This is an optimization exercise on Yosys and OpenROAD, whose aim is small area, not a production implementation. Only simulation tests tie the RTL to the original design; equivalence was not proved. No activity file was given, so power comes from the tool's default toggle rates.

[flow/constraint.sdc]
create_clock -name core_clock -period 4.5 [get_ports {Clock}]
set_input_delay 0.9000 -clock core_clock [delete_from_list [all_inputs] [get_ports {Clock}]]
set_output_delay 0.9000 -clock core_clock [all_outputs]
set_load 0.01 [all_outputs]
[flow/run.sh]
#!/bin/bash
# synth_recipe.tcl (not shown) runs the flow's synth.tcl, then flattens the netlist and writes it again
# the make line also repeats each setting of config.mk as NAME=value (left out here)
make -C /OpenROAD-flow-scripts/flow DESIGN_CONFIG=/design/flow/config.mk WORK_HOME=/design/flow/orfs CLKGATE_MAP_FILE= SYNTH_SCRIPT=/design/flow/synth_recipe.tcl finish
[flow/config.mk]
export PLATFORM = sky130hd
export DESIGN_NAME = ALUSystem
export DESIGN_NICKNAME = ALUSystem
export VERILOG_FILES = /design/flow/design.v
export SDC_FILE = /design/flow/constraint.sdc
export NUM_CORES = 4
export LEC_CHECK = 0
export CAP_MARGIN = 20
export CORE_MARGIN = 2
export CORE_UTILIZATION = 40
export SLEW_MARGIN = 20
[flow/design.v]
module part2a_IRreg(input clk, input[7:0] I, input [1:0] FunSel, input LH, input enable, output reg [15:0] data_out);
    always @(posedge clk)
    begin
        if (enable == 0)
            data_out <= data_out;
        else
            if(FunSel == 2'b00) data_out <= 16'b000000000000000;
            else if(FunSel == 2'b01) begin
                if(LH == 0) data_out[7:0] <= I;
                else if(LH == 1) data_out[15:8] <= I;
            end
            else if(FunSel == 2'b10) data_out <= data_out - 1;
            else if(FunSel == 2'b11) data_out <= data_out + 1;
    end
endmodule
module part2b_RF (
    input clk,
    input [7:0] I,
    input [2:0] O1Sel,
    input [2:0] O2Sel,
    input [1:0] FunSel,
    input [3:0] RSel,
    input [3:0] TSel,
    output reg [7:0] O1,
    output reg [7:0] O2
);
    reg [7:0] R1;
    reg [7:0] R2;
    reg [7:0] R3;
    reg [7:0] R4;
    reg [7:0] T1;
    reg [7:0] T2;
    reg [7:0] T3;
    reg [7:0] T4;
    always @ (posedge clk) begin
        if(FunSel == 2'b00) begin
            if(RSel[0] == 1) 
                 R4 = 8'b00000000;
            if(RSel[1] == 1) 
                 R3 = 8'b00000000;
            if(RSel[2] == 1) 
                 R2 = 8'b00000000;
            if(RSel[3] == 1) 
                 R1 = 8'b00000000;
            if(TSel[0] == 1) 
                 T4 = 8'b00000000;
            if(TSel[1] == 1) 
                 T3 = 8'b00000000;
            if(TSel[2] == 1) 
                 T2 = 8'b00000000;
            if(TSel[3] == 1) 
                 T1 = 8'b00000000;
        end
        else if(FunSel == 2'b01) begin
            if(RSel[0])  R4 = I;
            if(RSel[1])  R3 = I;
            if(RSel[2])  R2 = I;
            if(RSel[3])  R1 = I;
            if(TSel[0])  T4 = I;
            if(TSel[1])  T3 = I;
            if(TSel[2])  T2 = I;
            if(TSel[3])  T1 = I;
        end
        else if(FunSel == 2'b10) begin
            if(RSel[0])  R4 = R4 - 1;
            if(RSel[1])  R3 = R3 - 1;
            if(RSel[2])  R2 = R2 - 1;
            if(RSel[3])  R1 = R1 - 1;
            if(TSel[0])  T4 = T4 - 1;
            if(TSel[1])  T3 = T3 - 1;
            if(TSel[2])  T2 = T2 - 1;
            if(TSel[3])  T1 = T1 - 1;
        end
        else if(FunSel == 2'b11) begin
            if(RSel[0])  R4 = R4 + 1;
            if(RSel[1])  R3 = R3 + 1;
            if(RSel[2])  R2 = R2 + 1;
            if(RSel[3])  R1 = R1 + 1;
            if(TSel[0])  T4 = T4 + 1;
            if(TSel[1])  T3 = T3 + 1;
            if(TSel[2])  T2 = T2 + 1;
            if(TSel[3])  T1 = T1 + 1;
        end
        if( O1Sel == 3'b000)  O1 <= T1;
        else if( O1Sel == 3'b001)  O1 <= T2;
        else if( O1Sel == 3'b010)  O1 <= T3;
        else if( O1Sel == 3'b011)  O1 <= T4;
        else if( O1Sel == 3'b100)  O1 <= R1;
        else if( O1Sel == 3'b101)  O1 <= R2;
        else if( O1Sel == 3'b110)  O1 <= R3;
        else if( O1Sel == 3'b111)  O1 <= R4;
        if( O2Sel == 3'b000)  O2 <= T1;
        else if( O2Sel == 3'b001)  O2 <= T2;
        else if( O2Sel == 3'b010)  O2 <= T3;
        else if( O2Sel == 3'b011)  O2 <= T4;
        else if( O2Sel == 3'b100)  O2 <= R1;
        else if( O2Sel == 3'b101)  O2 <= R2;
        else if( O2Sel == 3'b110)  O2 <= R3;
        else if( O2Sel == 3'b111)  O2 <= R4;
    end 
endmodule
module part2c_ARF(
    input clk,
    input [7:0] I,
    input [1:0] OutASel,
    input [1:0] OutBSel,
    input [1:0] FunSel,
    input [3:0] RSel,
    output reg [7:0] OutA,
    output reg [7:0] OutB
);
reg [7:0] PC;
reg [7:0] AR;
reg [7:0] SP;
reg [7:0] PCPast;
always @ (posedge clk) begin
    if(FunSel == 2'b00)
    begin
        if(RSel[3] == 1) 
            PC = 8'b00000000;
        if(RSel[2] == 1) 
            AR = 8'b00000000;
        if(RSel[1] == 1) 
            SP = 8'b00000000;
        if(RSel[0] == 1) 
            PCPast = 8'b00000000;
    end
    else if(FunSel == 2'b01)
    begin
        if(RSel[3] == 1) 
            PC = I;
        if(RSel[2] == 1) 
            AR = I;
        if(RSel[1] == 1) 
            SP = I;
        if(RSel[0] == 1)
            PCPast = I;
    end
    else if(FunSel == 2'b10)
    begin
        if(RSel[3] == 1) 
            PC = PC + 1;
        if(RSel[2] == 1) 
            AR = AR + 1;
        if(RSel[1] == 1) 
            SP = SP + 1;
        if(RSel[0] == 1)
            PCPast = PCPast + 1;
    end
    else if(FunSel == 2'b11)
    begin
        if(RSel[3] == 1) 
            PC = PC - 1;
        if(RSel[2] == 1) 
            AR = AR - 1;
        if(RSel[1] == 1) 
            SP = SP - 1;
        if(RSel[0] == 1)
            PCPast = PCPast - 1;
    end
    if(OutASel == 2'b00) OutA <= AR;
    else if(OutASel == 2'b01) OutA <= SP;
    else if(OutASel == 2'b10) OutA <= PCPast;
    else if(OutASel == 2'b11) OutA <= PC;
    if(OutBSel == 2'b00) OutB <= AR;
    else if(OutBSel == 2'b01) OutB <= SP;
    else if(OutBSel == 2'b10) OutB <= PCPast;
    else if(OutBSel == 2'b11) OutB <= PC;
end
endmodule
module part3_ALU (input clk, input [7:0] A, input [7:0] B, input [3:0] FunSel, output reg [7:0] OutALU, output reg [3:0] Flags);
    reg [7:0] B_neg;
    reg cout;
    reg [7:0] out_n;
    reg [3:0] flags_n;
    always @(posedge clk) begin
        B_neg = (~B) + 8'b00000001;  
        flags_n = Flags;
        cout = Flags[2];
        out_n = 8'b00000000;
        if(FunSel == 4'b0000)
            out_n = A;
        else if(FunSel == 4'b0001)
            out_n = B;
        else if(FunSel == 4'b0010)
            out_n = ~A;
        else if(FunSel == 4'b0011)
            out_n = ~B;
        else if(FunSel == 4'b0100) begin  
            {cout, out_n} = {1'b0, A} + {1'b0, B};
            if(cout == 1) flags_n[0] = 1;
            else flags_n[0] = 0;
        end
        else if(FunSel == 4'b0101)begin
            {cout, out_n} = {1'b0, A} + {1'b0, B_neg};
            if(cout != out_n[7]) flags_n[0] = 1;  
            else flags_n[0] = 0;
        end
        else if(FunSel == 4'b0110)
            begin
                if(A > B) out_n = A;
                else out_n = 0;
            end
        else if(FunSel == 4'b0111)
            out_n = A & B;
        else if(FunSel == 4'b1000)
            out_n = A | B;
        else if(FunSel == 4'b1001)
            out_n = ~(A & B);
        else if(FunSel == 4'b1010)
            out_n = (~A & B) | (A & ~B);
        else if(FunSel == 4'b1011) begin  
            cout = A[7];
            out_n = A << 1;
        end
        else if (FunSel == 4'b1100) begin  
            cout = A[0];
            out_n = A >> 1;
        end
        else if (FunSel == 4'b1101)  
            out_n = A << 1;
        else if (FunSel == 4'b1110)
            out_n = {A[7], A[7:1]}; 
        else if (FunSel == 4'b1111) begin  
            cout = A[0];
            out_n = {Flags[2], A[7:1]};
        end
        if (out_n == 8'b00000000) flags_n[3] = 1;  
        else flags_n[3] = 0;
        flags_n[2] = cout;  
        if (out_n[7] == 1) flags_n[1] = 1;  
        else flags_n[1] = 0;
        OutALU <= out_n;
        Flags <= flags_n;
    end
endmodule
module mux_2to1(
    input clk,
    input sel,
    input [7:0] in0,
    input [7:0] in1,
    output reg [7:0] out
);
    always @(posedge clk) begin
        if(sel == 1'b0) out <= in0;
        if(sel == 1'b1) out <= in1;
    end
endmodule
module mux_4to1(
    input clk,
    input [1:0] sel,
    input [7:0] in0,
    input [7:0] in1,
    input [7:0] in2,
    input [7:0] in3,
    output reg [7:0] out
);
    always @(posedge clk) begin
        if(sel == 2'b00) out <= in0;
        if(sel == 2'b01) out <= in1;
        if(sel == 2'b10) out <= in2;
        if(sel == 2'b11) out <= in3;
    end
endmodule
module ALUSystem(
input[2:0] RF_O1Sel, 
input[2:0] RF_O2Sel, 
input[1:0] RF_FunSel,
input[3:0] RF_RSel,
input[3:0] RF_TSel,
input[3:0] ALU_FunSel,
input[1:0] ARF_OutASel, 
input[1:0] ARF_OutBSel,
input[1:0] ARF_FunSel,
input[3:0] ARF_RSel,
input      IR_LH,
input      IR_Enable,
input[1:0] IR_FunSel,
input      Mem_WR,
input      Mem_CS,
input[1:0] MuxASel,
input[1:0] MuxBSel,
input      MuxCSel,
input      Clock,
input [7:0] Mem_RData,
output [7:0] RF_O1,
output [7:0] RF_O2,
output [7:0] ALU_Out,
output [3:0] ALU_FlagOut,
output [7:0] ARF_OutA,
output [7:0] ARF_OutB,
output [15:0] IR_Out,
output [7:0] MuxAOut,
output [7:0] MuxBOut,
output [7:0] MuxCOut
);
    wire [7:0] MemOut;
    wire [7:0] temp;
    part2c_ARF ARF(Clock, MuxBOut, ARF_OutASel, ARF_OutBSel, ARF_FunSel, ARF_RSel, ARF_OutA, ARF_OutB);
    part2b_RF RF(Clock, MuxAOut, RF_O1Sel, RF_O2Sel, RF_FunSel, RF_RSel, RF_TSel, RF_O1, RF_O2);
    mux_2to1 MuxC(Clock, MuxCSel, RF_O1, ARF_OutA, MuxCOut);
    part3_ALU ALU(Clock, MuxCOut, RF_O2, ALU_FunSel, ALU_Out, ALU_FlagOut);
    assign MemOut = (~Mem_WR && ~Mem_CS) ? Mem_RData : 8'h00;
    part2a_IRreg IR(Clock, MemOut, IR_FunSel, IR_LH, IR_Enable, IR_Out);
    assign temp = IR_Out[7:0];
    mux_4to1 MuxA(Clock, MuxASel, ALU_Out, MemOut, temp, ARF_OutA, MuxAOut);
    mux_4to1 MuxB(Clock, MuxBSel, ALU_Out, MemOut, temp, ARF_OutA, MuxBOut);
endmodule
==> run summary <==
stage by stage:
stage / setup slack [ns] / power (mW) / hold slack [ns]
6_report: 0.7546 / 6.136 / 0.5270
5_1_grt: 0.6256 / 6.460 / 0.5667
4_1_cts: 0.7737 / 6.135 / 0.5338
3_5_place_dp: 0.7540 / 4.572 / 0.5208
3_3_place_gp: 0.7689 / 4.546 / 0.4994
2_1_floorplan: 1.316 / 3.721 / 0.5051
path summary, 6_finish.rpt:
kind	start	end	slack, ns	cells past startpoint
worst max-delay path	RF.O2[6]	ALU.Flags[3]	0.75	9
worst min register to register	RF.O1[0]	MuxC.out[0]	0.53	1
worst min-delay path	RF.O1[0]	MuxC.out[0]	0.53	1
worst max register to register	RF.O2[6]	ALU.Flags[3]	0.75	9
kinds of logic after synthesis:
group	after synthesis
simple gates	536
compound gates	472
buf+inv	213
flops	179
mux	127
fa+ha+maj	72
xor+xnor	67
other cells	1
Yosys cell counts (all sizes together), types with 5 or more instances:
library cell | n | area, µm²
a32oi | 6 | 52.55
o211ai | 27 | 202.7
nor4 | 26 | 168.9
nand2b | 22 | 137.6
or4 | 13 | 105.1
mux2 | 14 | 157.7
nand4 | 26 | 162.7
or3 | 13 | 81.33
edfxtp | 66 | 1982
mux2i | 66 | 660.6
a211oi | 48 | 360.4
inv | 98 | 367.8
buf | 20 | 81.33
o22ai | 35 | 219.0
o21ai | 95 | 475.5
nor2 | 103 | 386.6
a211o | 7 | 62.56
a31oi | 18 | 112.6
xor2 | 26 | 227.7
dfxtp | 113 | 2262
and4 | 6 | 52.55
mux4 | 47 | 1059
nand2 | 139 | 529.3
and2 | 26 | 162.7
nor2b | 16 | 100.1
ha | 70 | 875.8
a21o | 17 | 127.6
nand3 | 30 | 150.1
clkbuf | 91 | 341.6
and3 | 37 | 231.5
nor3 | 40 | 200.2
a21oi | 111 | 555.5
a221oi | 11 | 96.34
o211a | 5 | 50.05
or2 | 7 | 43.80
xnor2 | 41 | 359.1
or4b | 9 | 90.09
o21a | 10 | 75.07
a22oi | 13 | 97.59
o221ai | 9 | 78.83
worst max-delay path, cell delays in order, from the launching register on:
cell and delay, ns:
edfxtp_1 0.59, inv_1 0.21, ha_1 0.46, or4_4 0.61, nor4b_4 0.31, a211oi_1 0.13
o21ai_0 0.30, a221oi_1 0.20, or4b_1 0.57, nor4_2 0.26
power groups by stage:
stage | Sequential [mW] | Clock, mW | Combinational, mW
floorplan | 2.29 | 0 | 1.43
global placement | 2.40 | 0 | 2.15
detailed placement | 2.40 | 0 | 2.17
CTS | 2.37 | 1.58 | 2.19
global route | 2.42 | 1.64 | 2.40
finish | 2.38 | 1.55 | 2.21
routing by layer:
metal | vias to the layer above | GRT usage (%) | wire, µm | share of wire (%)
met5 | - | 0 | 0 | 0
met3 | 91 | 3.626 | 3271 | 6.7
met1 | 6681 | 34.37 | 21440 | 44
met4 | 0 | 10.21 | 1842 | 3.8
li1 | 6487 | - | - | -
met2 | 551 | 41.36 | 22480 | 46
layout make-up:
type,count,area (µm²)
inverters,102,382.9
repair buffers,172,1612
well taps,461,576.8
flip-flops and latches,179,4244
clock inverters,14,151.4
multi-input cells,1322,9492
fillers,3419,18590
diodes,1,2.502
clock buffers,18,429.2
==> metrics.md <==
| Metric | Value |
|---|---|
| Final net count | 1,916 |
| CP endpoint kind | flip-flop |
| Synthesized-area fraction occupied by adder cells | under 10% |
| Router iterations before antenna repair | 6 |
| Compound-cell area share of the yosys netlist | 21.65% |
| Starting utilization of the core area | between 40% and 50% |
| Total Wirelength | 49,030 µm |
| Number of buffers inserted by port buffering | between 100 and 150 |
| TritonCTS clock tree | done |
| Post-route minimum period | approximately 3.7 ns |
| Maximum Capacitance Violations | 0 |
| Seq cells post-synth | ~180 |
| Synth Cell Area | 14,370 µm² |
| Fraction of layout instances using a drive strength above 1 | approximately 8.6% |
| Number of standard cells after synthesis | between 1,500 and 2,000 |
| Number of enable flip-flop cells after synthesis | 66 |
| Cell area reported after detailed placement | ~16,000 µm² |
| Max Buffers Root-to-Sink | 2 |
| Cell leakage power | about 6.7 nW |
| Share of the clock period used by the worst path after layout | a little over four fifths |
| Total half-perimeter wirelength after legalization and detailed placement | approximately 37,000 µm |
| Non-filler cells, final | 2,269 |
| Largest net degree at the start of global routing | about 40 |
| Post-CTS clock slew at the launch and capture registers of the worst setup and hold paths | approximately 0.080 ns |
| Arrival time of data at the critical path endpoint | slightly above 4 ns |
| Most common cell after layout, fill and taps aside | nand2_1 |
| Slew of the pin with the lowest slew margin | ~0.9 ns |
| DRC violations left | 0 |
| Combinational family with the most area after synthesis | compound AO/OA/AOI/OAI gates |
| Aggregate global-route resource usage | between 20 and 30% |
| Total number of vias | around 14,000 |
| Number of clock sinks | between 150 and 200 |
| Worst endpoint required time | around 4.9 ns |
| GRT overflow | 0 |
| Kind of start point of the critical path | flip-flop |
| Final ANT Viol Nets | 0 |
| Initial antenna violation count | 3 |
| Total count of max-transition violations in the final report | 0 |
| Clock root buffer | clkbuf_16 |
| Sequential fraction of design power | between 30% and 40% |
| Sum of negative setup slack | 0 ns |
| Final hold violation count | 0 |
| Via/cell ratio | approximately 6.1 |
| Chip width | between 150 and 200 µm |
| Postcts setup bufs | 0 |
| Die Ht | just under 200 µm |
| Area Overhead vs Synth | 17.58% |
| Average wire per cell in the routed design | 21.61 µm |
| Switching fraction of total power | 38.02% |
| Fraction of synthesized cell area in xor and xnor cells | about 4% |
| Number of distinct standard cells referenced by the synthesized netlist | 90 |
| Fraction of synthesized area in multiplexers | 13.07% |
| Via count of the first global-routing pass | 12,860 |
| Wire length of the first global-routing pass | 75,470 µm |
| Full die area | 37,440 µm² |
| Kind of critical path | flip-flop to flip-flop |
| Part of the power in combinational logic | 35.9% |
| Synth async-reset ratio | 0% |
| Finished layout cell area | between 15,000 and 20,000 µm² |
| Type of the worst min-delay path | flip-flop to flip-flop |
| Clock buffer count from CTS | 17 |
| Placeable core area | approximately 35,000 µm² |
| Peak fanout along the critical path | 8 |
| P_sw | between 2 and 2.5 mW |
| Share of total power in the clock network | between 20% and 30% |
| Hold buffer count at cts | 0 |
| Cell count after placement | 2,236 |
| Slew margin rel. | between 30 and 40% |
| Post-Synthesis Mean Instance Area | between 8 and 9 µm² |
| Leading cell types in the layout, fill and taps excluded | nand2_1 (138), clkdlybuf4s50_1 (128), dfxtp_1 (113) |
| Simple-Gate Fraction of Synth Area | 19.64% |
| Top-level port count | between 100 and 150 |
| Clock insertion delay at the later pin of the skew report | around 0.46 ns |
| Max H-tree Level | 4 |
| Final setup skew | ~0.014 ns |
| Register with the most flip-flops | IR.data_out |
| Internal power | between 3 and 4 mW |
| Post-Route Utilization | 47.60% |
| Setup repair after global routing missed its margin | no |
| Number of DRC violations after detailed-routing iteration 0 | between 1,000 and 1,500 |
| Gates resized, CTS repair | 0 |
| Rows | 69 |
| Final estimated routing congestion in global placement | approximately 0.95 |
| PD cells | roughly 360 nW/µm² |
| Peak supply drop | just over 0.0003 V |
| Status | complete, no violations |
| Largest register FFs | 16 |
| Number of synthesis warnings | 6 |
| Sequential share of the synthesized area | ~30% |
| Peak Freq | 267.0 MHz |
| Final setup violation count | 0 |
| Most used DFF post-synth | dfxtp_1 |

-- afterwards: timing with drivers on the ports --
In the flow no input, the clock included, has a driving cell. The finished layout below was timed again as built, in two steps.
Step 1 assumes that a clkbuf_16 drives the clock port and a buf_2 every other input.
Step 2 adds t to the input delays and takes it off the output delays; t is the mean of the earliest and latest rising clock arrival at the registers after step 1. Input paths then give back, and output paths get back, about the clock's delay inside the block.
Three values: ideal ports, drivers, drivers and shift; two values: the first two.
t, ns: 0.497
setup slack, ns: 0.755 / 0.755 / 0.658
clock arrival spread, ns: 0.015 / 0.016
cell pins on the clock port's net: 1
After both steps this run still meets setup and hold. For this run, drivers alone change the setup slack by 0.000 ns; drivers and shift together by -0.097 ns.
